This is an optimization exercise on Yosys and OpenROAD, whose aim is small area, a short achievable clock period and few clock cycles per item, not a production implementation. Only simulation tests tie the RTL to the original design; equivalence was not proved. Power is estimated from default activity; no workload was simulated.

--- design/flow/design.v ---
`timescale 1ns/1ps
module ma_core_ema(clk, upd, ld, in_price, out_avg);
  parameter ALPHA_SH = 4;
  localparam W = 32 + ALPHA_SH;
  input clk;
  input upd;                
  input ld;                 
  input  [31:0] in_price;
  output [31:0] out_avg;
  reg [31:0] out_avg;
  wire [W-1:0] x_ext = {{ALPHA_SH{in_price[31]}}, in_price};
  wire [W-1:0] x_shl = {in_price, {ALPHA_SH{1'b0}}};
  wire [W-1:0] a_ext = {{ALPHA_SH{out_avg[31]}}, out_avg};
  wire [W-1:0] a_shl = {out_avg, {ALPHA_SH{1'b0}}};
  wire [W-1:0] t;
  wire [W-1:0] opx = ({W{upd}} & x_ext) | ({W{ld}} & x_shl);
  generate
    if (ALPHA_SH == 1) begin : g_two
      wire [W-1:0] opa = ({W{upd}} & a_ext) | ({W{~upd & ~ld}} & a_shl);
      assign t = opx + opa;
    end else begin : g_csa
      wire [W-1:0] p = {W{~ld}} & a_shl;
      wire [W-1:0] n = {W{upd}} & ~a_ext;
      wire [W-1:0] s = opx ^ p ^ n;
      wire [W-1:0] c = (opx & p) | (opx & n) | (p & n);
      assign t = s + {c[W-2:0], upd};
    end
  endgenerate
  always @(posedge clk)
    out_avg <= t[W-1:ALPHA_SH];
endmodule
`timescale 1ns/1ps
module tick_pipeline(
  clk, rst, in_valid, in_price, out_valid, out_signal, fast_dbg, slow_dbg
);
  parameter FAST_ALPHA_SH = 1;
  parameter SLOW_ALPHA_SH = 6;
  input clk;
  input rst;
  input in_valid;
  input  [31:0] in_price;
  output        out_valid;
  output [1:0]  out_signal;
  output [31:0] fast_dbg;
  output [31:0] slow_dbg;
  reg        seeded;
  reg        tick_upd, tick_ld;
  reg [31:0] tick_x;
  wire accept = in_valid & ~rst;
  wire seen   = seeded | tick_upd | tick_ld;
  always @(posedge clk) begin
    tick_upd <= accept & seen;
    tick_ld  <= accept & ~seen;
    tick_x   <= in_price;
    seeded   <= ~rst & seen;
  end
  reg out_valid_r;
  reg [1:0] signal_r;
  wire [31:0] fast_avg, slow_avg;
  ma_core_ema #(.ALPHA_SH(FAST_ALPHA_SH)) u_fast (
    .clk(clk), .upd(tick_upd), .ld(tick_ld),
    .in_price(tick_x), .out_avg(fast_avg)
  );
  ma_core_ema #(.ALPHA_SH(SLOW_ALPHA_SH)) u_slow (
    .clk(clk), .upd(tick_upd), .ld(tick_ld),
    .in_price(tick_x), .out_avg(slow_avg)
  );
  always @(posedge clk) begin
    out_valid_r <= (tick_upd | tick_ld) & ~rst;
    if (!tick_upd)
      signal_r <= 2'b00;
    else if (fast_avg > slow_avg)
      signal_r <= 2'b01;
    else if (fast_avg < slow_avg)
      signal_r <= 2'b11;
    else
      signal_r <= 2'b00;
  end
  assign out_valid  = out_valid_r;
  assign out_signal = signal_r;
  assign fast_dbg   = fast_avg;
  assign slow_dbg   = slow_avg;
endmodule
--- design/flow/flow/run.sh ---
#!/bin/bash
set -euo pipefail
bash standard.sh "BUFFER_PORTS_ARGS=-buffer_cell sky130_fd_sc_hd__buf_2" finish > flow.log 2>&1
--- design/flow/standard.sh ---
#!/bin/bash
# synth_recipe.tcl (not shown) runs the flow's synth.tcl, then flattens the netlist and writes it again
# the make line also repeats each setting of config.mk as NAME=value (left out here)
make -C /OpenROAD-flow-scripts/flow DESIGN_CONFIG=/design/flow/config.mk WORK_HOME=/design/flow/orfs CLKGATE_MAP_FILE= SYNTH_SCRIPT=/design/flow/synth_recipe.tcl "${@:-finish}"
--- design/flow/config.mk ---
export PLATFORM = sky130hd
export DESIGN_NAME = tick_pipeline
export DESIGN_NICKNAME = tick_pipeline
export VERILOG_FILES = /design/flow/design.v
export SDC_FILE = /design/flow/constraint.sdc
export NUM_CORES = 4
export LEC_CHECK = 0
export ABC_CLOCK_PERIOD_IN_PS = 2500
export CAP_MARGIN = 20
export CORE_MARGIN = 2
export CORE_UTILIZATION = 40
export SETUP_SLACK_MARGIN = 2.5
export SLEW_MARGIN = 20
--- design/flow/constraint.sdc ---
create_clock -name core_clock -period 5.5 [get_ports {clk}]
set_input_delay 1.1000 -clock core_clock [delete_from_list [all_inputs] [get_ports {clk}]]
set_output_delay 1.1000 -clock core_clock [all_outputs]
set_load 0.01 [all_outputs]
==> results of run 1 <==
## worst reg2reg max path, cell delays in order, from the launching register on
cell and delay [ps]:
dfxtp_4 390, buf_12 140, buf_16 140, nand2_2 70, nand2_2 70, fa_1 530
ha_4 300, inv_1 50, or3_4 410, nor3_4 160, a211oi_4 100, a21oi_2 260
a31oi_4 140, o21bai_1 190, buf_4 140, xor2_1 140
## through the flow
step	std cells	cell area (um2)	hold slack, ps	utilization
after global routing	1359	10760	473.1	0.5491
after floorplan	949	8320	399.2	-
after detailed placement	1288	8996	406.1	0.4592
after global placement	1288	8996	400.0	0.4592
final	1359	10760	439.6	0.5491
after CTS	1351	10470	420.4	0.5345
## how the worst max path moves through the flow
stage	end	startpoint
floorplan	u_slow.out_avg[25]	tick_upd
global placement	u_fast.out_avg[22]	tick_upd
CTS	u_slow.out_avg[27]	tick_upd
global route	u_slow.out_avg[27]	tick_upd
detailed placement	u_fast.out_avg[26]	tick_upd
finish	u_slow.out_avg[27]	tick_upd
## routing by layer
layer  up-vias  part of all wire  GRT usage
met4         0             0.028    0.08039
met1      3510              0.42     0.2797
met2       199              0.51     0.4233
li1       3606                 -          -
met5         -                 0          0
met3        46             0.041    0.03480
## kinds of logic after synthesis
kind of cell / after synthesis
AND/OR/NAND/NOR: 323
flip-flops: 102
buffers and inverters: 80
adder cells (fa/ha/maj): 137
XOR/XNOR: 63
AO/OA/AOI/OAI: 244
## what timing repair did
item | CTS | global route
setup endpoints to repair | 54 | 37
resized for setup | 124 | 50
cloned | 6 | 0
hold buffers | 0 | 0
pin swaps | 70 | 39
setup buffers | 41 | 8
## cells in the final DEF, fill, tap and decap left out, types with 8 or more instances in the layout
master / n
a22o_1: 30
nor2b_1: 27
nand3_1: 16
xnor2_1: 36
clkbuf_16: 9
o21ai_2: 8
inv_1: 48
nand4_1: 13
ha_2: 17
ha_1: 58
buf_2: 101
buf_4: 34
a21oi_1: 48
nand2b_1: 15
nand2_1: 125
o21ai_0: 24
a21oi_2: 18
a21o_1: 46
nor2_1: 50
buf_12: 9
o21bai_1: 9
xor2_1: 22
dfxtp_1: 100
o211ai_1: 8
nand2_2: 15
ha_4: 30
fa_1: 26
## final cells by class
type | count | share of cell area
Inverter | 51 | 0.01803
Clock inverter | 7 | 0.006049
Clock buffer | 9 | 0.02094
Tap cell | 265 | 0.03082
Timing Repair Buffer | 158 | 0.1132
Multi-Input combinational cell | 767 | 0.6204
Sequential cell | 102 | 0.1905
## where the power goes
| part | switching [W] | total (W) | internal [W] |
|---|---|---|---|
| Sequential | 0.000359 | 0.00137 | 0.00101 |
| Combinational | 0.00171 | 0.00323 | 0.00151 |
| Clock | 0.000334 | 0.000653 | 0.000319 |
## flip-flops by register name, indices dropped and copies added, names as in the netlist
| signal | cells |
|---|---|
| tick_ld | 1 |
| u_slow.out_avg | 32 |
| tick_x | 32 |
| u_fast.out_avg | 32 |
| seeded | 1 |
| out_valid_r | 1 |
| signal_r | 2 |
| tick_upd | 1 |
==> results.json, run 1 <==
{
  "synth_fa_ha_area_frac": 0.2429,
  "crit_buf_inv": 4,
  "ys_seq_area_frac": 0.2538,
  "cp.depth": 15,
  "finalMaxSlewViolations": 0,
  "leakagePower_nw": 5.375,
  "fin_crit_sh": 0.6000,
  "synth_nets": 1121,
  "cts_buffers": 9,
  "dp_worst_setup_slack_ps": 1367,
  "ys_warn_count": 3,
  "path_max_fanout": 7,
  "cts_tree": "yes",
  "drc": 0,
  "ir_drop_v": 0.0002415,
  "drv_cap": 0,
  "rr_endpoint": "u_slow.out_avg[27]",
  "power.density_nw_per_um2": 488.1,
  "ant_nets": 0,
  "die_area_um2": 21270,
  "cp.arrival_ps": 3600,
  "muxShareOfSynthArea": 0,
  "r2r_start": "tick_upd",
  "fill_cells": 1818,
  "holdCritStartpoint": "seeded",
  "status": "complete, no violations",
  "netlist_top_cells_count": "nand2_1, ha_1, dfxtp_1",
  "maxSlewHeadroom": 0.6581,
  "finClkSkew_ps": 11.88,
  "grt_max_degree": 44,
  "setup_slack_ps": 2200,
  "cts.sinks": 102,
  "cp_top_family": "adder cells",
  "clk_pin_slew_worst_paths_ps": 80,
  "synth_seq_cells": 102,
  "power_w": 0.005250,
  "core_um2": 19590,
  "drt_iter0_drc": 365,
  "syn_area_per_cell_um2": 8.479,
  "worst_slew_pin_slew_ps": 512.9,
  "synth_most_common_cell": "nand2_1",
  "antenna_found_initial": 0,
  "grtUsageTotal": 0.2332,
  "worstSetupPathType": "register to register",
  "die_x_um": 145.8,
  "synth.largest_area_cell": "dfxtp_1",
  "wirelength_mm": 25.21,
  "viasPerCell": 5.416,
  "cts_root_buf": "clkbuf_16",
  "rrSetupSlack_ps": 2200,
  "cp_common_cell": "nand2_2",
  "layout-drive-gt1-share": 0.3144,
  "synth_area_leaders": "dfxtp_1, ha_1, fa_1, nand2_1, xnor2_1",
  "critPathSlowestCell": "fa_1",
  "reg2regPathDepth": 15,
  "synth_top_family_by_area": "adder cells",
  "cts_buffer_depth": 2,
  "initial_core_util": 0.4107,
  "die_h_um": 145.8,
  "synthToLayoutAreaGrowth_pct": 33.68,
  "io_pins": 102,
  "synth_edf_count": 0,
  "synthXorXnorAreaFrac": 0.06857,
  "cp_slowest_stage_delay_ps": 530,
  "crit_chain": "buf_12 -> buf_16 -> nand2_2 -> nand2_2 -> fa_1 -> ha_4 -> inv_1 -> or3_4 -> nor3_4 -> a211oi_4 -> a21oi_2 -> a31oi_4 -> o21bai_1 -> buf_4 -> xor2_1",
  "vias": 7361,
  "grt_pass1_vias": 7449,
  "synthCells": 949,
  "antennaDiodeCount": 0,
  "clk-insertion-delay-late_ps": 370,
  "numPortBuffers": 101,
  "drtPass1Iterations": 5,
  "grt_first_pass_wirelength_mm": 39.22,
  "hold_violations": 0,
  "final.setup.tns_ps": 0,
  "hpwl_mm": 17.95,
  "period_needed_ps": 3300,
  "crit_path_end_kind": "register",
  "worstHoldEndpoint": "tick_ld",
  "yosysTopAreaCellShare": 0.2538,
  "cts_max_level": 3,
  "rows": 51,
  "crit_path_start_kind": "register",
  "cp_data_required_time_ps": 5800,
  "clock.fmax_ghz": 0.3030,
  "gp_congestion": 0.8362,
  "gr-total-overflow": 0,
  "seq_area_um2": 2049,
  "synth-main-ff-cell": "dfxtp_1",
  "nets": 1261,
  "holdPathStages": 1,
  "yosys.area_share.simple": 0.1880,
  "report.final.setup_viol": 0,
  "worstHoldPathType": "register to register",
  "multiInputGateArea_um2": 6674,
  "ys_async_sr_fraction": 0,
  "synth_compound_gate_area_share": 0.2095,
  "synth_cell_types": 57,
  "rsz0062_at_grt": "yes",
  "netlist_area_um2": 8046,
  "wl_per_cell_um": 18.55
}
Testbench counts, summed over its fixed seeds: cycles 32,016, items 32,000.
==> run 2, diff against run 1 <==
==> design/flow/config.mk (replaced) <==
export PLATFORM = sky130hd
export DESIGN_NAME = tick_pipeline
export DESIGN_NICKNAME = tick_pipeline
export VERILOG_FILES = /design/flow/design.v
export SDC_FILE = /design/flow/constraint.sdc
export NUM_CORES = 4
export LEC_CHECK = 0
export CAP_MARGIN = 20
export CORE_MARGIN = 2
export CORE_UTILIZATION = 40
export SETUP_SLACK_MARGIN = 2.0
export SLEW_MARGIN = 20
==> run 2 against run 1 <==
Effect of this change: via count down 4.3%; sequential share of layout area up 2.9 points; synthesized cell count unchanged; routed wire length down 10%; clock skew down 1.8 ps; synthesized area unchanged; clock power down 4.1%; core utilization down 7.2 points.
==> results.json, run 2 <==
{
  "status": "complete, no violations",
  "clock.fmax_ghz": 0.2900,
  "synth_seq_cells": 102,
  "place_area_um2": 8797,
  "grt_max_degree": 54,
  "ant_nets": 0,
  "die_x_um": 145.8,
  "clk-insertion-delay-late_ps": 360,
  "power_w": 0.004638,
  "final_common_cell": "nand2_1",
  "cp_data_required_time_ps": 5750,
  "largestRegisters": "tick_x: 32 flops, u_fast.out_avg: 32 flops, u_slow.out_avg: 32 flops",
  "yosysTopAreaCellShare": 0.2538,
  "netlist_area_um2": 8046,
  "crit_path_start_kind": "register",
  "cts.sinks": 102,
  "synthToLayoutAreaGrowth_pct": 16.06,
  "synth-main-ff-cell": "dfxtp_1",
  "wl_per_cell_um": 17.13,
  "fin_crit_sh": 0.6269,
  "final.setup.tns_ps": 0,
  "cts_buffer_depth": 2,
  "synthCells": 949,
  "ir_drop_v": 0.0002157,
  "die_h_um": 145.8,
  "core_um2": 19590,
  "gp_congestion": 0.8771,
  "numPortBuffers": 101,
  "cts_max_level": 3,
  "cts_buffers": 9,
  "ys_warn_count": 3,
  "finClkSkew_ps": 10.06,
  "synth_most_common_cell": "nand2_1",
  "grtUsageTotal": 0.2122,
  "maxSlewHeadroom": 0.4285,
  "synth_area_leaders": "dfxtp_1, ha_1, fa_1, nand2_1, xnor2_1",
  "cts_tree": "yes",
  "io_pins": 102,
  "ys_async_sr_fraction": 0,
  "synth_nets": 1121,
  "rsz0062_at_grt": "yes",
  "ys_seq_area_frac": 0.2538,
  "gr-total-overflow": 0,
  "crit_path_end_kind": "register",
  "worstHoldPathType": "register to register",
  "antenna_found_initial": 0,
  "clk_pin_slew_worst_paths_ps": 70,
  "grt_first_pass_wirelength_mm": 35.87,
  "initial_core_util": 0.4107,
  "synth.largest_area_cell": "dfxtp_1",
  "wirelength_mm": 22.60,
  "syn_area_per_cell_um2": 8.479,
  "die_area_um2": 21270,
  "cp.arrival_ps": 3700,
  "netlist_top_cells_count": "nand2_1, ha_1, dfxtp_1",
  "worst_slew_pin_slew_ps": 855.6,
  "rows": 51,
  "synth_edf_count": 0,
  "hpwl_mm": 17.50,
  "fill_cells": 1984,
  "drtPass1Iterations": 4,
  "cts_root_buf": "clkbuf_16",
  "mostFrequentLayoutCells": "nand2_1, ha_1, buf_2, dfxtp_1, a21oi_1",
  "power.density_nw_per_um2": 496.6,
  "viasPerCell": 5.343,
  "drc": 0,
  "finalMaxSlewViolations": 0,
  "hold_violations": 0,
  "holdPathStages": 1,
  "report.final.setup_viol": 0,
  "path_max_fanout": 27,
  "worstSetupPathType": "register to register",
  "layout-drive-gt1-share": 0.1537,
  "grt_pass1_vias": 6940,
  "leakagePower_nw": 5.055,
  "drt_iter0_drc": 328,
  "antennaDiodeCount": 0,
  "nets": 1221,
  "drv_cap": 0,
  "reg2regPathDepth": 15,
  "vias": 7047,
  "period_needed_ps": 3448,
  "finalInstanceArea_um2": 9339,
  "synth_cell_types": 57
}
[run 2: changes by cell type in the layout (fill, tap and decap cells not counted), moves of 14 or more]
cell	change
a21oi_1	+16
ha_1	+47
nand2_1	+17
a21oi_2	-15
nor2b_1	+14
nand2_2	-14
ha_2	-17
buf_4	-24
ha_4	-30
[run 2: critical path, cell delays in order (launching register included)]
cell and delay [ps]:
dfxtp_4 380, buf_4 140, buf_8 160, nand2_1 90
nand2_1 80, fa_1 440, ha_1 350, inv_1 70
or3_1 430, nor3_2 270, a211oi_4 110, a21oi_4 220
a31oi_4 130, o21bai_1 250, a21oi_2 90, xnor2_1 120
[run 2: stage by stage]
stage          utilization  setup WS, ps  hold slack (ps)  std cells
6_report            0.4767          2052            409.6       1319
5_1_grt             0.4767          1894            444.3       1319
4_1_cts             0.4668          2014            407.4       1308
3_5_place_dp        0.4491          1465            400.1       1288
3_3_place_gp        0.4491          1532            394.5       1288
2_1_floorplan            -          2003            399.2        949
[run 2: kinds of logic after synthesis]
family                     count (synthesis)  share of synthesized area
adders and majority gates                137                     0.2429
xor gates and xnor gates                  63                    0.06857
and+or+nand+nor                          323                     0.1880
AOI/OAI and AO/OA                        244                     0.2095
DFF                                      102                     0.2538
buffers and inverters                     80                    0.03732
[run 2: worst paths after layout]
path             from  slack [ps]                 end
max reg2reg  tick_upd        2050  u_slow.out_avg[28]
min            seeded         410             tick_ld
min reg2reg    seeded         410             tick_ld
max          tick_upd        2050  u_slow.out_avg[28]
[run 2: layout make-up]
class,instances,area (um2),share of cell area
inverter,51,191.4,0.02050
timing repair buffer,118,698.2,0.07476
clock buffer,11,242.7,0.02599
tap,265,331.6,0.03550
clock inverter,5,35.03,0.003751
multi-input combinational,767,5791,0.6200
sequential,102,2049,0.2195
[run 2: routing by layer]
layer	share of wire	routed length, um	track usage	vias to the layer above
li1	-	-	-	3527
met1	0.43	9741	0.2565	3328
met2	0.51	11420	0.3842	168
met3	0.044	998	0.03448	24
met4	0.019	438	0.06618	0
met5	0	0	0	-
[run 2: where the power goes]
| group | internal [W] | switching [W] |
|---|---|---|
| Combinational | 0.00116 | 0.00151 |
| Sequential | 0.00101 | 0.000336 |
| Clock | 0.000320 | 0.000306 |
[run 2: repair_timing]
| item | CTS | global route |
|---|---|---|
| setup buffers | 4 | 11 |
| resized for setup | 4 | 19 |
| endpoints found under the setup margin | 39 | 17 |
| hold buffers | 0 | 0 |
| pin swaps | 1 | 9 |
==> run 3, diff against run 2 <==
--- a/design/flow/config.mk
+++ b/design/flow/config.mk
@@ -7,6 +7,6 @@
 export LEC_CHECK = 0
 export CAP_MARGIN = 20
 export CORE_MARGIN = 2
-export CORE_UTILIZATION = 40
+export CORE_UTILIZATION = 65
 export SETUP_SLACK_MARGIN = 2.0
 export SLEW_MARGIN = 20
==> run 3 against run 2 <==
Effect of this change: sequential power about the same; fmax increased by 1.0%; synthesized cell count unchanged; combinational power increased by 2%.
==> results.json, run 3 <==
{
  "status": "complete, no violations",
  "leakagePower_nw": 5.025,
  "cp.arrival_ps": 3660,
  "synth_edf_count": 0,
  "finalMaxSlewViolations": 0,
  "yosysTopAreaCellShare": 0.2538,
  "synth_most_common_cell": "nand2_1",
  "cts_hold_buf": 0,
  "hold_slack_ps": 441.8,
  "ir_drop_v": 0.0003118,
  "crit_path_end_kind": "register",
  "ys_warn_count": 3,
  "viasPerCell": 5.925,
  "clock.fmax_ghz": 0.2930,
  "cell_internal_pwr_w": 0.002530,
  "gr-total-overflow": 0,
  "vias": 7228,
  "report.final.setup_viol": 0,
  "sw_frac_of_total": 0.4551,
  "grt_max_degree": 36,
  "synth_cell_types": 57,
  "crit_chain": "buf_6 -> a22oi_1 -> fa_1 -> inv_1 -> ha_1 -> and3_1 -> a211o_1 -> a31o_2 -> a21oi_4 -> o21ai_1 -> a21oi_2 -> o21bai_1 -> xor2_1",
  "netlist_area_um2": 8046,
  "clk-insertion-delay-late_ps": 360,
  "drtPass1Iterations": 7,
  "multiInputGateArea_um2": 5817,
  "rows": 40,
  "cp_slowest_stage_delay_ps": 550,
  "critPathSlowestCell": "fa_1",
  "hold_violations": 0,
  "maxSlewHeadroom": 0.6598,
  "largestRegisters": "tick_x: 32 flops, u_fast.out_avg: 32 flops, u_slow.out_avg: 32 flops",
  "fin_util": 0.7640,
  "drc": 0,
  "power_switching_w": 0.002113,
  "antennaDiodeCount": 0,
  "wl_per_cell_um": 17.70,
  "seq_area_um2": 2049,
  "cts_max_level": 3,
  "power_frac_comb": 0.582,
  "ys_async_sr_fraction": 0,
  "layout-drive-gt1-share": 0.1578,
  "finClkSkew_ps": 8.489,
  "grt_pass1_vias": 6827,
  "die_h_um": 115.3,
  "synth-main-ff-cell": "dfxtp_1",
  "netlist_top_cells_count": "nand2_1, ha_1, dfxtp_1",
  "gp_congestion": 0.9372,
  "numPortBuffers": 101,
  "finalInstanceArea_um2": 9215,
  "cp_data_required_time_ps": 5750,
  "worst_slew_pin_slew_ps": 508.0,
  "pwr-share-seq": 0.286,
  "mostFrequentLayoutCells": "nand2_1, buf_2, ha_1, dfxtp_1, a21oi_1",
  "cts_root_buf": "clkbuf_16",
  "syn_area_per_cell_um2": 8.479,
  "crit_path_start_kind": "register",
  "wirelength_mm": 21.60,
  "worstHoldPathType": "register to register",
  "antenna_found_initial": 0,
  "synth_seq_cells": 102,
  "die_x_um": 115.3,
  "nets": 1220,
  "ant_nets": 0,
  "final_common_cell": "nand2_1",
  "rsz0062_at_grt": "no",
  "path_max_fanout": 10,
  "place_area_um2": 8688,
  "clockPowerShare": 0.132,
  "worstSetupPathType": "register to register",
  "synth.largest_area_cell": "dfxtp_1",
  "cts_tree": "yes",
  "initial_core_util": 0.6671,
  "grtUsageTotal": 0.3247,
  "fin_crit_sh": 0.6205,
  "core_um2": 12060,
  "synthCells": 949,
  "drt_iter0_drc": 511,
  "fill_cells": 960,
  "grt_first_pass_wirelength_mm": 33.31,
  "clk_pin_slew_worst_paths_ps": 70,
  "cts_buffer_depth": 2,
  "ys_seq_area_frac": 0.2538,
  "synth_area_leaders": "dfxtp_1, ha_1, fa_1, nand2_1, xnor2_1",
  "cts_buffers": 9,
  "hpwl_mm": 16.55,
  "final.setup.tns_ps": 0,
  "drv_cap": 0,
  "io_pins": 102,
  "synth_nets": 1121,
  "synthToLayoutAreaGrowth_pct": 14.52,
  "cts.sinks": 102,
  "die_area_um2": 13280,
  "period_needed_ps": 3413,
  "power.density_nw_per_um2": 503.9
}
run 3: cell count changes in the layout (fill, tap and decap cells not counted), sizes merged:
cell / before / now
clkbuf: 11 / 14
clkinv: 4 / 1
buf: 118 / 117
clkinvlp: 1 / 0
run 3: cell type report:
class	instances	share of cell area
clock buffer	14	0.02865
multi-input combinational	767	0.6312
sequential	102	0.2224
inverter	51	0.02077
timing repair buffer	117	0.07359
clock inverter	1	0.0005431
tap	168	0.02281
run 3: what timing repair did:
item | 4_1_cts | 5_1_grt
gates cloned | 0 | 0
pin swaps | 1 | 9
setup endpoints to repair | 41 | 21
gates resized for setup | 5 | 27
buffers inserted | 6 | 6
run 3: worst max-delay path, delay by kind of cell, from the launching register on:
kind	cells	cell delay (ps)
xor+xnor	1	140
flops	1	420
fa+ha+maj	2	860
simple gates	1	180
compound gates	7	1500
buf+inv	2	210
run 3: power by group through the flow:
stage | Sequential, W | Clock, W | Combinational, W
2_1_floorplan | 0.00133 | 0 | 0.00180
3_3_place_gp | 0.00135 | 0 | 0.00254
3_5_place_dp | 0.00134 | 0 | 0.00258
4_1_cts | 0.00132 | 0.000623 | 0.00262
5_1_grt | 0.00135 | 0.000648 | 0.00302
6_report | 0.00133 | 0.000613 | 0.00270
run 3: final timing paths:
kind                            startpoint                 end  slack [ps]  cells past startpoint
worst max register to register    tick_upd  u_slow.out_avg[19]        2090                     13
worst min-delay path                seeded             tick_ld         440                      1
worst max-delay path              tick_upd  u_slow.out_avg[19]        2090                     13
worst min register to register      seeded             tick_ld         440                      1
run 3: per-stage QoR:
| step | cells | total power (W) | setup slack (ps) |
|---|---|---|---|
| global route | 1220 | 0.005018 | 1943 |
| finish | 1220 | 0.004643 | 2087 |
| floorplan | 949 | 0.003134 | 2003 |
| detailed placement | 1193 | 0.003923 | 1428 |
| CTS | 1214 | 0.004563 | 2034 |
| global placement | 1193 | 0.003887 | 1467 |
run 3: routing by layer:
metal	track usage	vias up	routed length [um]
li1	-	3525	-
met2	0.5890	288	10960
met3	0.05904	67	1253
met4	0.1598	0	959
met1	0.3654	3348	8429
met5	0	-	0
run 3: cell families (layout without fill, tap and decap cells):
logic type / Yosys count / after routing / synth area share
buffers and inverters: 80 / 183 / 0.03732
AO/OA/AOI/OAI: 244 / 244 / 0.2095
AND/OR/NAND/NOR: 323 / 323 / 0.1880
flip-flops: 102 / 102 / 0.2538
adder cells (fa/ha/maj): 137 / 137 / 0.2429
XOR/XNOR: 63 / 63 / 0.06857
==> run 4, diff against run 3 <==
--- a/design/flow/config.mk
+++ b/design/flow/config.mk
@@ -8,5 +8,6 @@
 export CAP_MARGIN = 20
 export CORE_MARGIN = 2
 export CORE_UTILIZATION = 65
+export PLACE_DENSITY = 0.8
 export SETUP_SLACK_MARGIN = 2.0
 export SLEW_MARGIN = 20
==> run 4 against run 3 <==
Effect of this change: worst setup slack better by 37 ps; clock power is 2% higher; die area stayed put; synthesized cell count stayed put; critical endpoint is now u_slow.out_avg[28]; fmax is 1.1% higher; critical path depth is 1 higher; non-clock buffer count is 9 higher; core utilization is 1.1 points higher; combinational power is 1% higher; largest cell class unchanged.
==> results.json, run 4 <==
{
  "cp.arrival_ps": 3670,
  "drv_cap": 0,
  "rsz0062_at_grt": "yes",
  "final.setup.tns_ps": 0,
  "finalMaxSlewViolations": 0,
  "finClkSkew_ps": 13.88,
  "reg2regPathDepth": 14,
  "synth-main-ff-cell": "dfxtp_1",
  "leakagePower_nw": 5.101,
  "synthToLayoutAreaGrowth_pct": 16.14,
  "startpoint": "tick_ld",
  "die_x_um": 115.3,
  "path_max_fanout": 7,
  "cts_tree": "yes",
  "holdCritStartpoint": "seeded",
  "report.final.setup_viol": 0,
  "ys_async_sr_fraction": 0,
  "syn_area_per_cell_um2": 8.479,
  "synth_seq_cells": 102,
  "power_w": 0.004701,
  "drtPass1Iterations": 5,
  "vias": 7352,
  "drc": 0,
  "setup_slack_ps": 2124,
  "crit_path_start_kind": "register",
  "clk-insertion-delay-late_ps": 360,
  "maxSlewHeadroom": 0.6181,
  "largestRegisters": "tick_x: 32 flops, u_fast.out_avg: 32 flops, u_slow.out_avg: 32 flops",
  "numPortBuffers": 101,
  "ir_drop_v": 0.0003051,
  "antenna_found_initial": 0,
  "worstHoldEndpoint": "tick_ld",
  "cts_buffers": 9,
  "grt_max_degree": 46,
  "ys_warn_count": 3,
  "place_area_um2": 8693,
  "cp_data_required_time_ps": 5790,
  "grtUsageTotal": 0.3314,
  "mostFrequentLayoutCells": "nand2_1, buf_2, ha_1, dfxtp_1, a21oi_1",
  "grt_pass1_vias": 7070,
  "core_um2": 12060,
  "antennaDiodeCount": 0,
  "nets": 1229,
  "hold_violations": 0,
  "cts_root_buf": "clkbuf_16",
  "cts_buffer_depth": 2,
  "rows": 40,
  "finalInstanceArea_um2": 9345,
  "wirelength_mm": 22.01,
  "wl_per_cell_um": 17.90,
  "cts_max_level": 3,
  "holdPathStages": 1,
  "initial_core_util": 0.6671,
  "clock.fmax_ghz": 0.2962,
  "drt_iter0_drc": 662,
  "final_common_cell": "nand2_1",
  "die_area_um2": 13280,
  "cts.sinks": 102,
  "fin_crit_sh": 0.6138,
  "synth_nets": 1121,
  "worstHoldPathType": "register to register",
  "worstSetupPathType": "register to register",
  "ant_nets": 0,
  "clk_pin_slew_worst_paths_ps": 70,
  "crit_path_end_kind": "register",
  "status": "complete, no violations",
  "worst_slew_pin_slew_ps": 572.8,
  "power.density_nw_per_um2": 503.0,
  "rrSetupSlack_ps": 2120,
  "synth_edf_count": 0,
  "period_needed_ps": 3376,
  "synth.largest_area_cell": "dfxtp_1",
  "hpwl_mm": 16.42,
  "netlist_top_cells_count": "nand2_1, ha_1, dfxtp_1",
  "die_h_um": 115.3,
  "synthCells": 949,
  "dp_worst_setup_slack_ps": 1467,
  "gr-total-overflow": 0,
  "fin_util": 0.7748,
  "synth_area_leaders": "dfxtp_1, ha_1, fa_1, nand2_1, xnor2_1",
  "synth_cell_types": 57,
  "layout-drive-gt1-share": 0.1685,
  "r2r_start": "tick_ld",
  "fill_cells": 925,
  "viasPerCell": 5.977,
  "rr_endpoint": "u_slow.out_avg[28]",
  "io_pins": 102,
  "yosysTopAreaCellShare": 0.2538,
  "grt_first_pass_wirelength_mm": 34.24,
  "synth_most_common_cell": "nand2_1",
  "netlist_area_um2": 8046,
  "ys_seq_area_frac": 0.2538,
  "gp_congestion": 0.9401
}
==> run 4: changes by cell type in the layout (fill, tap and decap cells not counted), moves of 2 or more <==
| cell | change |
|---|---|
| buf_4 | +6 |
| clkbuf_1 | -3 |
| o21ai_1 | -3 |
| a21oi_1 | -2 |
| a21oi_2 | +2 |
| clkinvlp_4 | +2 |
| o21ai_2 | +2 |
==> run 4: kinds of logic after synthesis <==
family | Yosys count | synth area share
buf+inv | 80 | 0.03732
compound gates | 244 | 0.2095
flops | 102 | 0.2538
simple gates | 323 | 0.1880
fa+ha+maj | 137 | 0.2429
xor+xnor | 63 | 0.06857
==> run 4: layout make-up <==
type	count	area, um2	area share
well taps	168	210.2	0.02249
inverters	51	191.4	0.02048
multi-input cells	767	5823	0.6231
flip-flops and latches	102	2049	0.2193
clock buffers	11	252.7	0.02705
repair buffers	126	784.5	0.08395
clock inverters	5	33.78	0.003615
==> run 4: worst max-delay path by stage <==
stage | end | cells after the start
CTS | u_slow.out_avg[28] | 13
floorplan | u_slow.out_avg[28] | 14
finish | u_slow.out_avg[28] | 14
global route | u_slow.out_avg[25] | 14
global placement | u_slow.out_avg[28] | 13
detailed placement | u_slow.out_avg[28] | 13
==> run 4: worst max-delay path, stage by stage, from the launching register on <==
cell and delay (ps):
dfxtp_4 400, clkbuf_4 190, nand2_1 120, nand2_1 90, fa_1 490, ha_1 260, nor4_1 370, o221ai_1 200
nor3b_1 180, a211oi_2 240, a21oi_2 140, a31oi_4 230, o21bai_2 110, a21oi_2 160, xnor2_1 120
==> run 4: through the flow <==
| stage | std cells | hold slack [ps] |
|---|---|---|
| floorplan | 949 | 399.2 |
| global placement | 1192 | 397.5 |
| detailed placement | 1192 | 418.9 |
| CTS | 1213 | 427.6 |
| global route | 1230 | 453.8 |
| finish | 1230 | 431.6 |
==> run 4: what timing repair did <==
item / 4_1_cts / 5_1_grt
gates cloned: 1 / 1
hold buffers: 0 / 0
endpoints found under the setup margin: 35 / 14
resized for setup: 8 / 21
pin swaps: 1 / 11
setup buffers: 4 / 16
==> run 4: metal layers <==
layer / wire [um] / vias up / share of wire / GRT usage
li1: - / 3542 / - / -
met1: 8622 / 3438 / 0.39 / 0.3744
met2: 11100 / 292 / 0.50 / 0.6000
met3: 1181 / 80 / 0.054 / 0.06220
met4: 1110 / 0 / 0.050 / 0.1590
met5: 0 / - / 0 / 0
==> run 4: power by group <==
group,switching (W),total (W),internal (W)
registers,0.000325,0.00134,0.00101
logic,0.00154,0.00274,0.00120
clock network,0.000292,0.000623,0.000331
==> run 5, diff against run 4 <==
==> design/flow/flow/run.sh (replaced) <==
#!/bin/bash
# The standard layout (standard.sh), with extra ORFS make variables, one per
# line, from flow/extra.txt: the port buffer cell, adder mapping and the like.
set -euo pipefail
args=()
if [[ -f flow/extra.txt ]]; then
  while IFS= read -r line; do
    [[ -n "$line" && "$line" != \#* ]] && args+=("$line")
  done < flow/extra.txt
fi
bash standard.sh "${args[@]}" finish > flow.log 2>&1
==> design/flow/flow/extra.txt (new file) <==
BUFFER_PORTS_ARGS=-buffer_cell sky130_fd_sc_hd__buf_2
ADDER_MAP_FILE=
--- a/design/flow/config.mk
+++ b/design/flow/config.mk
@@ -7,7 +7,6 @@
 export LEC_CHECK = 0
 export CAP_MARGIN = 20
 export CORE_MARGIN = 2
-export CORE_UTILIZATION = 65
-export PLACE_DENSITY = 0.8
-export SETUP_SLACK_MARGIN = 2.0
+export CORE_UTILIZATION = 40
+export SETUP_SLACK_MARGIN = 1.5
 export SLEW_MARGIN = 20
==> run 5 against run 4 <==
Effect of this change: synthesized cell count is 77% higher; final area is 36% higher; non-clock buffer count is 6 lower; cell count is 66% higher; sequential share of layout area is 5.7 points lower; sequential cell count stayed put; clock power is 5.6% higher; routed wire length is 82% higher; fmax is 14% lower; combinational power is 31% higher; core utilization is 35 points lower; global-route usage is 8.3 points lower; largest power group unchanged.
==> results.json, run 5 <==
{
  "clk-insertion-delay-late_ps": 380,
  "ant_nets": 0,
  "die_area_um2": 31370,
  "synth-main-ff-cell": "dfxtp_1",
  "numPortBuffers": 101,
  "drt_iter0_drc": 1380,
  "drc": 0,
  "largestRegisters": "tick_x: 32 flops, u_fast.out_avg: 32 flops, u_slow.out_avg: 32 flops",
  "drtPass1Iterations": 5,
  "cts_tree": "yes",
  "cp_data_required_time_ps": 5760,
  "synth_most_common_cell": "a21oi_1",
  "gp_congestion": 0.9285,
  "drv_cap": 0,
  "layout-drive-gt1-share": 0.1375,
  "cts_buffers": 9,
  "cts_max_level": 3,
  "rrSetupSlack_ps": 1570,
  "finalMaxSlewViolations": 0,
  "finalInstanceArea_um2": 12670,
  "hpwl_mm": 28.53,
  "synth_area_leaders": "dfxtp_1, a21oi_1, nand2_1, xnor2_1, mux2i_1",
  "syn_area_per_cell_um2": 7.127,
  "synth_edf_count": 0,
  "cp_top_family": "simple AND/OR/NAND/NOR gates",
  "period_needed_ps": 3933,
  "rsz0062_at_grt": "no",
  "io_pins": 102,
  "critPathSlowestCell": "or4b_2",
  "vias": 12530,
  "leakagePower_nw": 4.603,
  "crit_buf_inv": 1,
  "final_common_cell": "a21oi_1",
  "wirelength_mm": 40.11,
  "ys_async_sr_fraction": 0,
  "initial_core_util": 0.4055,
  "synth_nets": 1717,
  "netlist_top_cells_count": "a21oi_1, nand2_1, nor2_1",
  "path_max_fanout": 67,
  "wl_per_cell_um": 19.65,
  "synthToLayoutAreaGrowth_pct": 5.689,
  "hold_violations": 0,
  "finClkSkew_ps": 10.36,
  "grt_max_degree": 70,
  "synth_cell_types": 96,
  "synth_seq_cells": 102,
  "final.setup.tns_ps": 0,
  "die_x_um": 177.1,
  "cts_buffer_depth": 2,
  "report.final.setup_viol": 0,
  "viasPerCell": 6.137,
  "clock.fmax_ghz": 0.2543,
  "yosysTopAreaCellShare": 0.1703,
  "synth.largest_area_cell": "dfxtp_1",
  "maxSlewHeadroom": 0.3723,
  "die_h_um": 177.1,
  "grt_first_pass_wirelength_mm": 62.00,
  "cts_hold_buf": 0,
  "mostFrequentLayoutCells": "a21oi_1, nand2_1, nor2_1, buf_2, dfxtp_1",
  "holdCritStartpoint": "seeded",
  "ys_warn_count": 3,
  "crit_path_end_kind": "register",
  "worstSetupPathType": "register to register",
  "rows": 63,
  "cp_slowest_stage_delay_ps": 610,
  "ys_seq_area_frac": 0.1703,
  "synthCells": 1682,
  "r2r_start": "tick_ld",
  "gr-total-overflow": 0,
  "power.density_nw_per_um2": 487.8,
  "ir_drop_v": 0.0001719,
  "grtUsageTotal": 0.2489,
  "place_area_um2": 12240,
  "startpoint": "tick_ld",
  "cts.sinks": 102,
  "cts_root_buf": "clkbuf_16",
  "fin_crit_sh": 0.7151,
  "crit_path_start_kind": "register",
  "clk_pin_slew_worst_paths_ps": 80,
  "grt_pass1_vias": 10960,
  "status": "complete, no violations",
  "nets": 1681,
  "cp.arrival_ps": 4190,
  "antennaDiodeCount": 0,
  "crit_chain": "buf_12 -> or4b_2 -> a31oi_1 -> nor3_1 -> xor2_1 -> nand4_1 -> or4_1 -> o221a_1 -> a21oi_2 -> a211o_1 -> a21oi_1 -> xnor2_1",
  "worstHoldPathType": "register to register",
  "antenna_found_initial": 0,
  "core_um2": 29560,
  "worst_slew_pin_slew_ps": 929.8,
  "netlist_area_um2": 11990
}
## run 5: routing by layer
layer / vias up / GRT usage / share of wire
li1: 6062 / - / -
met1: 5891 / 0.3886 / 0.50
met2: 533 / 0.3482 / 0.40
met3: 40 / 0.03694 / 0.081
met4: 0 / 0.06336 / 0.018
met5: - / 0 / 0
## run 5: kinds of logic (layout without fill, tap and decap cells)
family / count (synthesis) / after routing / share of synthesized area
xor gates and xnor gates: 106 / 106 / 0.07807
AOI/OAI and AO/OA: 574 / 574 / 0.3217
muxes: 52 / 52 / 0.04425
DFF: 102 / 102 / 0.1703
adders and majority gates: 36 / 36 / 0.03058
buffers and inverters: 221 / 190 / 0.08882
and+or+nand+nor: 591 / 591 / 0.2663
## run 5: cell type report
cell class / count / area [um2]
fillers: 3058 / 16890
multi-input cells: 1359 / 8910
flip-flops and latches: 102 / 2059
repair buffers: 120 / 724.4
well taps: 390 / 488.0
clock buffers: 10 / 229.0
inverters: 54 / 206.4
clock inverters: 6 / 52.55
## run 5: power by group
part | switching (W) | internal (W) | leakage [nW] | total (W)
Combinational | 0.00200 | 0.00159 | 3.61 | 0.00360
Sequential | 0.000922 | 0.00101 | 0.858 | 0.00193
Clock | 0.000341 | 0.000317 | 0.138 | 0.000658
## run 5: worst paths after layout
kind | endpoint | depth (start not counted)
max reg2reg | u_slow.out_avg[28] | 12
max | u_slow.out_avg[28] | 12
min reg2reg | tick_ld | 1
min | tick_ld | 1
## run 5: repair_timing
| action | 4_1_cts | 5_1_grt |
|---|---|---|
| hold endpoints to repair | 0 | 0 |
| setup buffers | 3 | 2 |
| gates resized for setup | 1 | 15 |
| setup endpoints to repair | 9 | 8 |
## run 5: per-stage QoR
step                      power (W)  cells  hold WS, ps    util  setup WS, ps
after global placement     0.005334   2020        401.6  0.4142          1328
after CTS                  0.006092   2039        420.6  0.4257          1541
final                      0.006181   2041        418.6  0.4286          1567
after detailed placement   0.005400   2020        408.4  0.4142          1285
after global routing       0.006687   2041        449.2  0.4286          1439
after floorplan            0.004428   1682        399.2       -          2196
==> run 6, diff against run 5 <==
==> design/flow/flow/extra.txt (replaced) <==
BUFFER_PORTS_ARGS=-buffer_cell sky130_fd_sc_hd__buf_2
ABC_AREA=1
==> run 6 against run 5 <==
Effect of this change: still clean; count of clock-buffer cells in the layout unchanged; cell count decreased by 5.6%; sequential power decreased by about 30%; largest power group unchanged.
==> results.json, run 6 <==
{
  "synthXorXnorAreaFrac": 0.03240,
  "rsz0062_at_grt": "no",
  "synth_most_common_cell": "nand2_1",
  "nets": 1770,
  "pwr-share-seq": 0.262,
  "clk-insertion-delay-late_ps": 370,
  "rrSetupSlack_ps": 2040,
  "synth_compound_gate_area_share": 0.1407,
  "postCtsSetupBuffers": 0,
  "grt_use_met2": 0.4000,
  "antenna_found_initial": 0,
  "yosys.area_share.simple": 0.2940,
  "crit_path_start_kind": "register",
  "synthToLayoutAreaGrowth_pct": 11.39,
  "fill_cells": 2623,
  "grt_pass1_vias": 9368,
  "synth_top_family_by_area": "simple AND/OR/NAND/NOR gates",
  "period_needed_ps": 3456,
  "muxShareOfSynthArea": 0,
  "crit_path_end_kind": "register",
  "cp_common_cell": "nand2_1",
  "grt_max_degree": 91,
  "worst_slew_pin_slew_ps": 984.0,
  "hpwl_mm": 25.49,
  "initial_core_util": 0.4037,
  "cp_slowest_stage_delay_ps": 690,
  "power_frac_comb": 0.610,
  "synth.largest_area_cell": "dfxtp_1",
  "status": "complete, no violations",
  "clock.fmax_ghz": 0.2894,
  "worstHoldPathType": "register to register",
  "grt_first_pass_wirelength_mm": 49.21,
  "critPathSlowestCell": "inv_2",
  "drtPass1Iterations": 7,
  "cts_max_level": 3,
  "clk_pin_slew_worst_paths_ps": 70,
  "leakagePower_nw": 6.139,
  "cp_data_required_time_ps": 5760,
  "fin_crit_sh": 0.6283,
  "grtUsageTotal": 0.2436,
  "cell_internal_pwr_w": 0.002464,
  "busiest_layer": "met2",
  "cts_buffers": 9,
  "drv_cap": 0,
  "synth_nets": 1682,
  "synth_cell_types": 39,
  "multiInputGateArea_um2": 6500,
  "cts_hold_buf": 0,
  "netlist_area_um2": 9732,
  "grt_use_met1": 0.3261,
  "die_x_um": 160.0,
  "power.density_nw_per_um2": 474.7,
  "seq_area_um2": 2042,
  "yosysTopAreaCellShare": 0.2098,
  "netlist_top_cells_count": "nand2_1, inv_1, nor2_1",
  "finClkSkew_ps": 10.09,
  "cts.sinks": 102,
  "ys_warn_count": 3,
  "viasPerCell": 4.961,
  "report.final.setup_viol": 0,
  "wl_per_cell_um": 15.95,
  "cts_root_buf": "clkbuf_16",
  "io_pins": 102,
  "maxSlewHeadroom": 0.3433,
  "ir_drop_v": 0.0002178,
  "synth_area_leaders": "dfxtp_1, nand2_1, ha_1, inv_1, fa_1",
  "die_h_um": 160.0,
  "sw_frac_of_total": 0.5212,
  "place_area_um2": 10560,
  "cts_buffer_depth": 2,
  "syn_area_per_cell_um2": 6.445,
  "crit_chain": "inv_2 -> o22ai_1 -> fa_1 -> ha_1 -> a21oi_1 -> o21ai_0 -> a21oi_1 -> nor2_1 -> nor2_1 -> nand2_1 -> nand2_1 -> nand2_1",
  "drc": 0,
  "numPortBuffers": 101,
  "rows": 57,
  "gr-total-overflow": 0,
  "ys_async_sr_fraction": 0,
  "finalMaxSlewViolations": 0,
  "ys_seq_area_frac": 0.2098,
  "gp_congestion": 0.9662,
  "power_switching_w": 0.002682,
  "cp.arrival_ps": 3720,
  "largestRegisters": "tick_x: 32 flops, u_fast.out_avg: 32 flops, u_slow.out_avg: 32 flops",
  "cts_tree": "yes",
  "cts_repair_resize_count": 0,
  "worstSetupPathType": "register to register",
  "finalInstanceArea_um2": 10840,
  "final.setup.tns_ps": 0,
  "drt_iter0_drc": 759,
  "ant_nets": 0,
  "synth-main-ff-cell": "dfxtp_1",
  "vias": 9560,
  "wirelength_mm": 30.74,
  "synth_seq_cells": 102,
  "antennaDiodeCount": 0,
  "core_um2": 24110,
  "synth_fa_ha_area_frac": 0.2008,
  "synthCells": 1510,
  "synth_edf_count": 0,
  "layout-drive-gt1-share": 0.1110,
  "die_area_um2": 25590,
  "mostFrequentLayoutCells": "nand2_1, inv_1, nor2_1, ha_1, dfxtp_1",
  "clockPowerShare": 0.128,
  "grtUsageMet3": 0.03455,
  "hold_violations": 0,
  "final_common_cell": "nand2_1",
  "path_max_fanout": 63
}
[run 6: final cells by class]
cell class | instances | share of cell area
Multi-Input combinational cell | 1096 | 0.5996
Sequential cell | 102 | 0.1884
Inverter | 285 | 0.09880
Timing Repair Buffer | 104 | 0.04986
Tap cell | 324 | 0.03740
Clock buffer | 10 | 0.02112
Clock inverter | 6 | 0.004848
[run 6: logic make-up (layout without fill, tap and decap cells)]
group | count (synthesis) | count (layout)
adders and majority gates | 137 | 137
and+or+nand+nor | 680 | 680
xor gates and xnor gates | 36 | 36
buffers and inverters | 312 | 405
DFF | 102 | 102
AOI/OAI and AO/OA | 243 | 243
[run 6: worst paths after layout]
path	startpoint	to	cells past startpoint
worst min-delay path	seeded	tick_ld	1
worst max-delay path	tick_ld	u_slow.out_avg[26]	12
worst min register to register	seeded	tick_ld	1
worst max register to register	tick_ld	u_slow.out_avg[26]	12
[run 6: layer usage]
layer,vias up,part of all wire
met2,284,0.45
met4,0,0.031
li1,4966,-
met5,-,0
met1,4257,0.47
met3,53,0.050
[run 6: power groups by stage]
stage	registers (W)	clock network, W	logic, W
2_1_floorplan	0.00131	0	0.00211
3_3_place_gp	0.00137	0	0.00309
3_5_place_dp	0.00136	0	0.00312
4_1_cts	0.00135	0.000675	0.00315
5_1_grt	0.00137	0.000695	0.00358
6_report	0.00135	0.000660	0.00314
[run 6: critical path: cells and delay by family, from the launching register on]
kind	cells	cell delay, ps
adder cells (fa/ha/maj)	2	890
buffers and inverters	1	690
AND/OR/NAND/NOR	5	420
AO/OA/AOI/OAI	4	1020
flip-flops	1	320
[run 6: through the flow]
step / utilization / power, W / worst slack (ps) / instances / hold WS (ps)
CTS: 0.4497 / 0.005170 / 2153 / 1927 / 436.9
global placement: 0.4380 / 0.004466 / 2160 / 1911 / 419.7
detailed placement: 0.4380 / 0.004479 / 2195 / 1911 / 425.2
floorplan: - / 0.003423 / 2730 / 1510 / 398.7
finish: 0.4497 / 0.005146 / 2045 / 1927 / 439.2
global route: 0.4497 / 0.005639 / 1844 / 1927 / 448.4
==> run 7, diff against run 6 <==
==> design/flow/flow/run.sh (replaced) <==
#!/bin/bash
set -euo pipefail
bash standard.sh "BUFFER_PORTS_ARGS=-buffer_cell sky130_fd_sc_hd__buf_1" finish > flow.log 2>&1
--- a/design/flow/config.mk
+++ b/design/flow/config.mk
@@ -7,6 +7,7 @@
 export LEC_CHECK = 0
 export CAP_MARGIN = 20
 export CORE_MARGIN = 2
-export CORE_UTILIZATION = 40
+export CORE_UTILIZATION = 65
+export CTS_BUF_LIST = sky130_fd_sc_hd__clkbuf_4 sky130_fd_sc_hd__clkbuf_8
 export SETUP_SLACK_MARGIN = 1.5
 export SLEW_MARGIN = 20
removed: design/flow/flow/extra.txt
==> run 7 against run 6 <==
Effect of this change: core utilization grew 28 points; worst setup slack got worse by 250 ps; still clean; combinational power decreased by 19%; register-to-register slack worse by 250 ps; power shrank 14%; critical path depth grew 1; highest routed layer unchanged; cell count decreased by 37%; synthesized cell count fell by 37%; sequential cell count is the same; non-clock buffer count is 2 higher; critical path type unchanged.
==> results.json, run 7 <==
{
  "synthCells": 949,
  "synth_edf_count": 0,
  "wirelength_mm": 20.66,
  "period_needed_ps": 3701,
  "report.final.setup_viol": 0,
  "rsz0062_at_grt": "yes",
  "worst_slew_pin_slew_ps": 839.2,
  "clk-insertion-delay-late_ps": 400,
  "layout-drive-gt1-share": 0.03839,
  "ys_async_sr_fraction": 0,
  "antennaDiodeCount": 0,
  "synth_compound_gate_area_share": 0.2095,
  "cp.depth": 13,
  "multiInputGateArea_um2": 5712,
  "gr-total-overflow": 0,
  "ant_nets": 0,
  "final_common_cell": "nand2_1",
  "cp.arrival_ps": 4030,
  "rrSetupSlack_ps": 1800,
  "postCtsSetupBuffers": 0,
  "crit_chain": "buf_6 -> nor2b_1 -> fa_1 -> ha_1 -> a21o_1 -> a21o_1 -> a21o_1 -> nor3_1 -> a21oi_2 -> a31oi_2 -> o21bai_1 -> a21oi_1 -> xnor2_1",
  "cts_hold_buf": 0,
  "ir_drop_v": 0.0003746,
  "setup_slack_ps": 1799,
  "synth.largest_area_cell": "dfxtp_1",
  "drv_cap": 0,
  "wl_per_cell_um": 17.07,
  "critPathSlowestCell": "dfxtp_4",
  "crit_buf_inv": 1,
  "cts.sinks": 102,
  "drc": 0,
  "maxSlewHeadroom": 0.4394,
  "synth_fa_ha_area_frac": 0.2429,
  "cp_common_cell": "a21o_1",
  "synth_area_leaders": "dfxtp_1, ha_1, fa_1, nand2_1, xnor2_1",
  "seq_area_um2": 2049,
  "io_pins": 102,
  "crit_path_end_kind": "register",
  "cp_top_family": "compound AO/OA/AOI/OAI gates",
  "power.density_nw_per_um2": 502.6,
  "synthToLayoutAreaGrowth_pct": 9.610,
  "synth-main-ff-cell": "dfxtp_1",
  "grtUsageTotal": 0.3240,
  "grt_max_degree": 46,
  "ys_seq_area_frac": 0.2538,
  "worstHoldPathType": "register to register",
  "worstSetupPathType": "register to register",
  "muxShareOfSynthArea": 0,
  "netlist_top_cells_count": "nand2_1, ha_1, dfxtp_1",
  "vias": 7120,
  "finalMaxSlewViolations": 0,
  "worstHoldEndpoint": "tick_ld",
  "cts_buffer_depth": 2,
  "fill_cells": 1018,
  "cp_data_required_time_ps": 5830,
  "grt_pass1_vias": 6831,
  "synth_top_family_by_area": "adder cells",
  "rr_endpoint": "u_slow.out_avg[28]",
  "netlist_area_um2": 8046,
  "numPortBuffers": 101,
  "viasPerCell": 5.884,
  "antenna_found_initial": 0,
  "leakagePower_nw": 4.633,
  "clk_pin_slew_worst_paths_ps": 100,
  "final.setup.tns_ps": 0,
  "reg2regPathDepth": 13,
  "yosys.area_share.simple": 0.1880,
  "synth_cell_types": 57,
  "cts_tree": "yes",
  "synth_seq_cells": 102,
  "status": "complete, no violations",
  "path_max_fanout": 45,
  "cts_max_level": 3,
  "grt_first_pass_wirelength_mm": 33.26,
  "gp_congestion": 0.9389,
  "drtPass1Iterations": 7,
  "fin_crit_sh": 0.6729,
  "initial_core_util": 0.6671,
  "cp_slowest_stage_delay_ps": 630,
  "cts_buffers": 9,
  "cts_root_buf": "clkbuf_8",
  "hpwl_mm": 16.59,
  "synth_most_common_cell": "nand2_1",
  "mostFrequentLayoutCells": "nand2_1, ha_1, buf_1, dfxtp_1, a21oi_1",
  "ys_warn_count": 3,
  "die_area_um2": 13280,
  "largestRegisters": "tick_x: 32 flops, u_fast.out_avg: 32 flops, u_slow.out_avg: 32 flops",
  "crit_path_start_kind": "register",
  "yosysTopAreaCellShare": 0.2538,
  "dp_worst_setup_slack_ps": 1511,
  "syn_area_per_cell_um2": 8.479,
  "core_um2": 12060,
  "holdCritStartpoint": "seeded",
  "nets": 1209,
  "die_h_um": 115.3,
  "r2r_start": "tick_upd",
  "synth_nets": 1121,
  "synthXorXnorAreaFrac": 0.06857,
  "drt_iter0_drc": 458,
  "die_x_um": 115.3,
  "finClkSkew_ps": 17.14,
  "holdPathStages": 1,
  "clock.fmax_ghz": 0.2702,
  "rows": 40,
  "hold_violations": 0
}
run 7: cell types whose count changed after synthesis, moves of 17 or more:
cell and change:
nand2_1 -246, o21ai_0 -25, xnor2_1 +34, a22o_1 +31
o22ai_1 -79, a21oi_1 -17, nor2b_1 +41, a21o_1 +45
inv_1 -232, nand2_2 -28, nand3_1 -31, nor2_1 -110
run 7: stage by stage:
step | area [um2] | power (W) | cells | util | hold slack, ps
after CTS | 8805 | 0.004437 | 1210 | 0.7300 | 422.0
after floorplan | 8046 | 0.003132 | 949 | - | 399.2
after global routing | 8820 | 0.004825 | 1210 | 0.7312 | 438.1
final | 8820 | 0.004433 | 1210 | 0.7312 | 423.0
after global placement | 8569 | 0.003828 | 1194 | 0.7105 | 395.2
after detailed placement | 8569 | 0.003866 | 1194 | 0.7105 | 406.9
run 7: power breakdown:
group / switching, W / internal [W] / total [W]
logic: 0.00147 / 0.00107 / 0.00254
registers: 0.000324 / 0.00101 / 0.00134
clock network: 0.000276 / 0.000281 / 0.000557
run 7: metal layers:
| metal | share of wire | wire [um] | vias to the layer above | track usage |
|---|---|---|---|---|
| li1 | - | - | 3518 | - |
| met1 | 0.41 | 8367 | 3304 | 0.3686 |
| met2 | 0.51 | 10490 | 240 | 0.5906 |
| met3 | 0.046 | 956 | 58 | 0.05746 |
| met4 | 0.041 | 844 | 0 | 0.1462 |
| met5 | 0 | 0 | - | 0 |
run 7: cell type report:
cell class,instances,area share
Sequential cell,102,0.2324
Tap cell,168,0.02383
Multi-Input combinational cell,767,0.6476
Inverter,51,0.02171
Clock buffer,11,0.01717
Clock inverter,5,0.009221
Timing Repair Buffer,106,0.04809
run 7: how the worst max path moves through the flow:
| stage | from | end | slack [ps] |
|---|---|---|---|
| 3_3_place_gp | tick_upd | u_slow.out_avg[28] | 1620 |
| 5_1_grt | tick_upd | u_slow.out_avg[28] | 1500 |
| 4_1_cts | tick_ld | u_slow.out_avg[28] | 1550 |
| 6_report | tick_upd | u_slow.out_avg[28] | 1800 |
| 3_5_place_dp | tick_upd | u_slow.out_avg[28] | 1510 |
| 2_1_floorplan | tick_upd | u_slow.out_avg[25] | 1670 |
run 7: cell families after synthesis:
| group | after synthesis |
|---|---|
| AOI/OAI and AO/OA | 244 |
| xor gates and xnor gates | 63 |
| adders and majority gates | 137 |
| buffers and inverters | 80 |
| DFF | 102 |
| and+or+nand+nor | 323 |
run 7: what timing repair did:
item / 4_1_cts / 5_1_grt
gates resized for setup: 1 / 4
setup endpoints to repair: 2 / 10
gates cloned: 0 / 0
==> run 8, diff against run 7 <==
--- a/design/flow/config.mk
+++ b/design/flow/config.mk
@@ -9,5 +9,5 @@
 export CORE_MARGIN = 2
 export CORE_UTILIZATION = 65
 export CTS_BUF_LIST = sky130_fd_sc_hd__clkbuf_4 sky130_fd_sc_hd__clkbuf_8
-export SETUP_SLACK_MARGIN = 1.5
+export SETUP_SLACK_MARGIN = 2.5
 export SLEW_MARGIN = 20
==> run 8 against run 7 <==
Effect of this change: still clean on timing, DRC and antenna; clock power is 11% lower; global-route usage is 2.1 points higher; count of clock-buffer cells in the layout is 5 higher; largest power group unchanged; highest routed layer unchanged.
==> results.json, run 8 <==
{
  "gp_congestion": 0.9654,
  "report.final.setup_viol": 0,
  "io_pins": 102,
  "antenna_found_initial": 0,
  "grt_pass1_vias": 7088,
  "viasPerCell": 5.981,
  "synth_cell_types": 57,
  "initial_core_util": 0.6671,
  "yosysTopAreaCellShare": 0.2538,
  "hpwl_mm": 16.68,
  "maxSlewHeadroom": 0.6488,
  "layout-drive-gt1-share": 0.1249,
  "synth_nets": 1121,
  "gr-total-overflow": 0,
  "synth_seq_cells": 102,
  "ys_warn_count": 3,
  "synth_most_common_cell": "nand2_1",
  "grtUsageTotal": 0.3449,
  "grt_first_pass_wirelength_mm": 35.52,
  "dp_worst_setup_slack_ps": 1577,
  "worstHoldPathType": "register to register",
  "drv_cap": 0,
  "finClkSkew_ps": 12.08,
  "cp.arrival_ps": 3600,
  "rows": 40,
  "grt_max_degree": 54,
  "leakagePower_nw": 4.854,
  "wirelength_mm": 22.66,
  "cts_buffers": 9,
  "cts_max_level": 3,
  "worstSetupPathType": "register to register",
  "antennaDiodeCount": 0,
  "synthCells": 949,
  "cp_data_required_time_ps": 5790,
  "cts_root_buf": "clkbuf_8",
  "synth-main-ff-cell": "dfxtp_1",
  "drtPass1Iterations": 5,
  "ir_drop_v": 0.0003201,
  "fin_crit_sh": 0.6001,
  "cts.sinks": 102,
  "ant_nets": 0,
  "die_h_um": 115.3,
  "synth.largest_area_cell": "dfxtp_1",
  "path_max_fanout": 14,
  "die_x_um": 115.3,
  "drt_iter0_drc": 470,
  "clk_pin_slew_worst_paths_ps": 100,
  "largestRegisters": "tick_x: 32 flops, u_fast.out_avg: 32 flops, u_slow.out_avg: 32 flops",
  "clk-insertion-delay-late_ps": 400,
  "netlist_area_um2": 8046,
  "power.density_nw_per_um2": 491.2,
  "synth_edf_count": 0,
  "fill_cells": 867,
  "nets": 1240,
  "crit_path_start_kind": "register",
  "die_area_um2": 13280,
  "core_um2": 12060,
  "rsz0062_at_grt": "yes",
  "crit_path_end_kind": "register",
  "syn_area_per_cell_um2": 8.479,
  "synth_area_leaders": "dfxtp_1, ha_1, fa_1, nand2_1, xnor2_1",
  "final_common_cell": "nand2_1",
  "drc": 0,
  "netlist_top_cells_count": "nand2_1, ha_1, dfxtp_1",
  "final.setup.tns_ps": 0,
  "ys_seq_area_frac": 0.2538,
  "vias": 7423,
  "power_w": 0.004696,
  "clock.fmax_ghz": 0.3030,
  "hold_violations": 0,
  "setup_slack_ps": 2200,
  "wl_per_cell_um": 18.26,
  "ys_async_sr_fraction": 0,
  "cts_hold_buf": 0,
  "mostFrequentLayoutCells": "nand2_1, buf_1, dfxtp_1, ha_1, a21oi_1",
  "numPortBuffers": 101,
  "status": "complete, no violations",
  "cts_buffer_depth": 2,
  "finalMaxSlewViolations": 0,
  "period_needed_ps": 3300,
  "synthToLayoutAreaGrowth_pct": 18.80,
  "worst_slew_pin_slew_ps": 526.8,
  "cts_tree": "yes"
}
-- run 8: cell counts after synthesis --
Identical to the previous run, type by type.
-- run 8: layer usage --
layer,share of wire,GRT usage,vias to the layer above
met4,0.050,0.1703,0
li1,-,-,3566
met1,0.40,0.4138,3523
met2,0.50,0.6039,259
met5,0,0,-
met3,0.051,0.05008,75
-- run 8: worst paths after layout --
path | startpoint | endpoint | slack (ps) | cells past startpoint
worst max-delay path | tick_upd | u_slow.out_avg[27] | 2200 | 13
worst min-delay path | seeded | tick_ld | 430 | 1
worst max register to register | tick_upd | u_slow.out_avg[27] | 2200 | 13
worst min register to register | seeded | tick_ld | 430 | 1
-- run 8: power by group --
part           switching (W)  internal [W]  total [W]
sequential          0.000330       0.00101    0.00134
combinational        0.00162       0.00124    0.00286
clock               0.000270      0.000223   0.000493
total                0.00222       0.00248    0.00470
-- run 8: cell type report --
type	count	area, um2	share of cell area
Clock buffer	16	195.2	0.02042
Inverter	51	191.4	0.02003
Multi-Input combinational cell	767	6132	0.6415
Sequential cell	102	2049	0.2144
Tap cell	168	210.2	0.02199
Timing Repair Buffer	137	780.7	0.08168
-- run 8: worst max-delay path: stages (launching register included) --
cell and delay (ps):
dfxtp_4 470, buf_12 190, nand2_4 50, fa_1 550, inv_2 50, ha_4 220
and3_4 150, a2111o_1 480, a211oi_4 320, a21oi_4 120, a31oi_4 220, o21bai_2 110
buf_4 140, xor2_1 130
-- run 8: metrics by stage --
step / instance area [um2] / hold slack (ps) / utilization / std cells
after CTS: 9345 / 419.0 / 0.7748 / 1229
after floorplan: 8320 / 399.2 / - / 949
after detailed placement: 8748 / 406.8 / 0.7253 / 1191
after global placement: 8748 / 396.2 / 0.7253 / 1191
after global routing: 9559 / 450.7 / 0.7925 / 1241
final: 9559 / 428.0 / 0.7925 / 1241
-- run 8: timing repair --
| action | 4_1_cts | 5_1_grt |
|---|---|---|
| cloned | 0 | 1 |
| setup endpoints to repair | 53 | 36 |
| pin swaps | 21 | 12 |
| buffers inserted | 22 | 11 |
| gates resized for setup | 29 | 23 |
-- run 8: cell families (layout without fill, tap and decap cells) --
| group | Yosys count | in the layout | synth area share |
|---|---|---|---|
| and+or+nand+nor | 323 | 323 | 0.1880 |
| AOI/OAI and AO/OA | 244 | 244 | 0.2095 |
| buffers and inverters | 80 | 204 | 0.03732 |
| adders and majority gates | 137 | 137 | 0.2429 |
| xor gates and xnor gates | 63 | 63 | 0.06857 |
| DFF | 102 | 102 | 0.2538 |
==> run 9, diff against run 8 <==
--- a/design/flow/config.mk
+++ b/design/flow/config.mk
@@ -9,5 +9,5 @@
 export CORE_MARGIN = 2
 export CORE_UTILIZATION = 65
 export CTS_BUF_LIST = sky130_fd_sc_hd__clkbuf_4 sky130_fd_sc_hd__clkbuf_8
-export SETUP_SLACK_MARGIN = 2.5
+export SETUP_SLACK_MARGIN = 2.2
 export SLEW_MARGIN = 20
==> run 9 against run 8 <==
Effect of this change: worst setup slack worse by 31 ps; hold slack worse by 9.5 ps; die area unchanged; routed wire length up 1.4%; clock power down 8.1%; sequential share of layout area up 0.31 points; via count up 1.9%; fmax down 0.92%; final area down 1.4%; core utilization down 1.1 points; critical path depth unchanged; first-iteration DRC count up 40%.
==> results.json, run 9 <==
{
  "cts_buffers": 9,
  "vias": 7561,
  "grt_max_degree": 38,
  "status": "complete, no violations",
  "ys_seq_area_frac": 0.2538,
  "nets": 1236,
  "cp_slowest_stage_delay_ps": 510,
  "synth_area_leaders": "dfxtp_1, ha_1, fa_1, nand2_1, xnor2_1",
  "netlist_area_um2": 8046,
  "rows": 40,
  "synth.largest_area_cell": "dfxtp_1",
  "worstSetupPathType": "register to register",
  "startpoint": "tick_ld",
  "antenna_found_initial": 0,
  "ant_nets": 0,
  "finalMaxSlewViolations": 0,
  "netlist_top_cells_count": "nand2_1, ha_1, dfxtp_1",
  "syn_area_per_cell_um2": 8.479,
  "grt_pass1_vias": 7132,
  "clk-insertion-delay-late_ps": 400,
  "period_needed_ps": 3331,
  "cp.arrival_ps": 3610,
  "hold_violations": 0,
  "crit_path_start_kind": "register",
  "gp_congestion": 0.9294,
  "die_h_um": 115.3,
  "gr-total-overflow": 0,
  "initial_core_util": 0.6671,
  "cp_data_required_time_ps": 5780,
  "synth-main-ff-cell": "dfxtp_1",
  "clk_pin_slew_worst_paths_ps": 110,
  "hpwl_mm": 16.62,
  "wl_per_cell_um": 18.57,
  "finClkSkew_ps": 20.86,
  "wirelength_mm": 22.97,
  "power.density_nw_per_um2": 491.5,
  "leakagePower_nw": 4.783,
  "grt_first_pass_wirelength_mm": 34.45,
  "report.final.setup_viol": 0,
  "clock.fmax_ghz": 0.3002,
  "cts.sinks": 102,
  "synthCells": 949,
  "maxSlewHeadroom": 0.6482,
  "synth_edf_count": 0,
  "ys_warn_count": 3,
  "cp_top_family": "compound AO/OA/AOI/OAI gates",
  "die_area_um2": 13280,
  "numPortBuffers": 101,
  "fin_crit_sh": 0.6056,
  "layout-drive-gt1-share": 0.1160,
  "synth_cell_types": 57,
  "core_um2": 12060,
  "yosysTopAreaCellShare": 0.2538,
  "rsz0062_at_grt": "yes",
  "drtPass1Iterations": 5,
  "antennaDiodeCount": 0,
  "crit_buf_inv": 3,
  "setup_slack_ps": 2169,
  "synthToLayoutAreaGrowth_pct": 17.12,
  "final.setup.tns_ps": 0,
  "r2r_start": "tick_ld",
  "holdCritStartpoint": "seeded",
  "worstHoldPathType": "register to register",
  "final_common_cell": "nand2_1",
  "viasPerCell": 6.112,
  "drc": 0,
  "largestRegisters": "tick_x: 32 flops, u_fast.out_avg: 32 flops, u_slow.out_avg: 32 flops",
  "die_x_um": 115.3,
  "cts_root_buf": "clkbuf_8",
  "critPathSlowestCell": "fa_1",
  "fill_cells": 876,
  "crit_chain": "clkbuf_4 -> nand2b_1 -> fa_1 -> inv_1 -> ha_4 -> and3_1 -> a2111o_1 -> a211oi_2 -> a21oi_2 -> a31oi_2 -> o21bai_1 -> buf_4 -> xor2_1",
  "synth_most_common_cell": "nand2_1",
  "path_max_fanout": 7,
  "worst_slew_pin_slew_ps": 522.9,
  "io_pins": 102,
  "drv_cap": 0,
  "ir_drop_v": 0.0003179,
  "cts_tree": "yes",
  "ys_async_sr_fraction": 0,
  "dp_worst_setup_slack_ps": 1588,
  "cts_max_level": 3,
  "synth_nets": 1121,
  "mostFrequentLayoutCells": "nand2_1, buf_1, dfxtp_1, ha_1, a21oi_1",
  "grtUsageTotal": 0.3333,
  "synth_seq_cells": 102,
  "crit_path_end_kind": "register",
  "cts_buffer_depth": 2,
  "drt_iter0_drc": 658
}
==> run 9: cell types whose count changed in the layout (fill, tap and decap cells not counted), sizes merged <==
cell	change
clkinvlp	+4
clkinv	+1
clkbuf	-2
buf	-7
==> run 9: final timing paths <==
path                                           end  slack, ps  depth (start not counted)
worst max register to register  u_slow.out_avg[27]       2170                         13
worst min-delay path                       tick_ld        420                          1
worst max-delay path            u_slow.out_avg[27]       2170                         13
worst min register to register             tick_ld        420                          1
==> run 9: cell type report <==
type                       instances  area (um2)  area share
clock buffer                      11       145.1     0.01540
clock inverter                     5       35.03    0.003717
sequential                       102        2049      0.2175
multi-input combinational        767        6027      0.6395
timing repair buffer             133       765.7     0.08125
tap                              168       210.2     0.02230
inverter                          51       191.4     0.02031
==> run 9: per-layer routing <==
metal	part of all wire	up-vias	track usage	wire length [um]
met3	0.062	90	0.05324	1419
met2	0.50	355	0.5965	11440
met1	0.39	3562	0.3878	9006
met5	0	-	0	0
met4	0.048	0	0.1606	1102
li1	-	3554	-	-
==> run 9: report_power, final <==
| part | internal [W] | switching [W] | total, W |
|---|---|---|---|
| logic | 0.00122 | 0.00160 | 0.00283 |
| registers | 0.00101 | 0.000341 | 0.00135 |
| clock network | 0.000181 | 0.000272 | 0.000453 |
| total | 0.00241 | 0.00222 | 0.00463 |
==> run 9: logic make-up (layout without fill, tap and decap cells) <==
kind of cell	count (synthesis)	count (layout)	share of synthesized area
AO/OA/AOI/OAI	244	244	0.2095
buffers and inverters	80	200	0.03732
XOR/XNOR	63	63	0.06857
adder cells (fa/ha/maj)	137	137	0.2429
flip-flops	102	102	0.2538
AND/OR/NAND/NOR	323	323	0.1880
==> run 9: stage by stage <==
step | utilization | area, um2 | hold slack (ps) | power (W) | cells
final | 0.7813 | 9424 | 418.5 | 0.004632 | 1237
after CTS | 0.7490 | 9034 | 414.3 | 0.004427 | 1223
after global routing | 0.7813 | 9424 | 429.0 | 0.004984 | 1237
after global placement | 0.7169 | 8647 | 406.6 | 0.003896 | 1193
after floorplan | - | 8177 | 399.2 | 0.003181 | 949
after detailed placement | 0.7169 | 8647 | 400.9 | 0.003925 | 1193
==> run 9: timing repair <==
action	4_1_cts	5_1_grt
cloned	1	3
buffers inserted	13	11
hold buffers	0	0
endpoints found under the hold margin	0	0
endpoints found under the setup margin	41	26
pin swaps	9	26
resized for setup	19	58

Re-timed with assumed drivers on the ports (clkbuf_16 on the clock, buf_2 on other inputs), run 9 has 2.169 ns of setup slack against 2.169 ns with ideal ports, and 2.169 ns once port delays also move by the mid clock arrival of 0.423 ns.
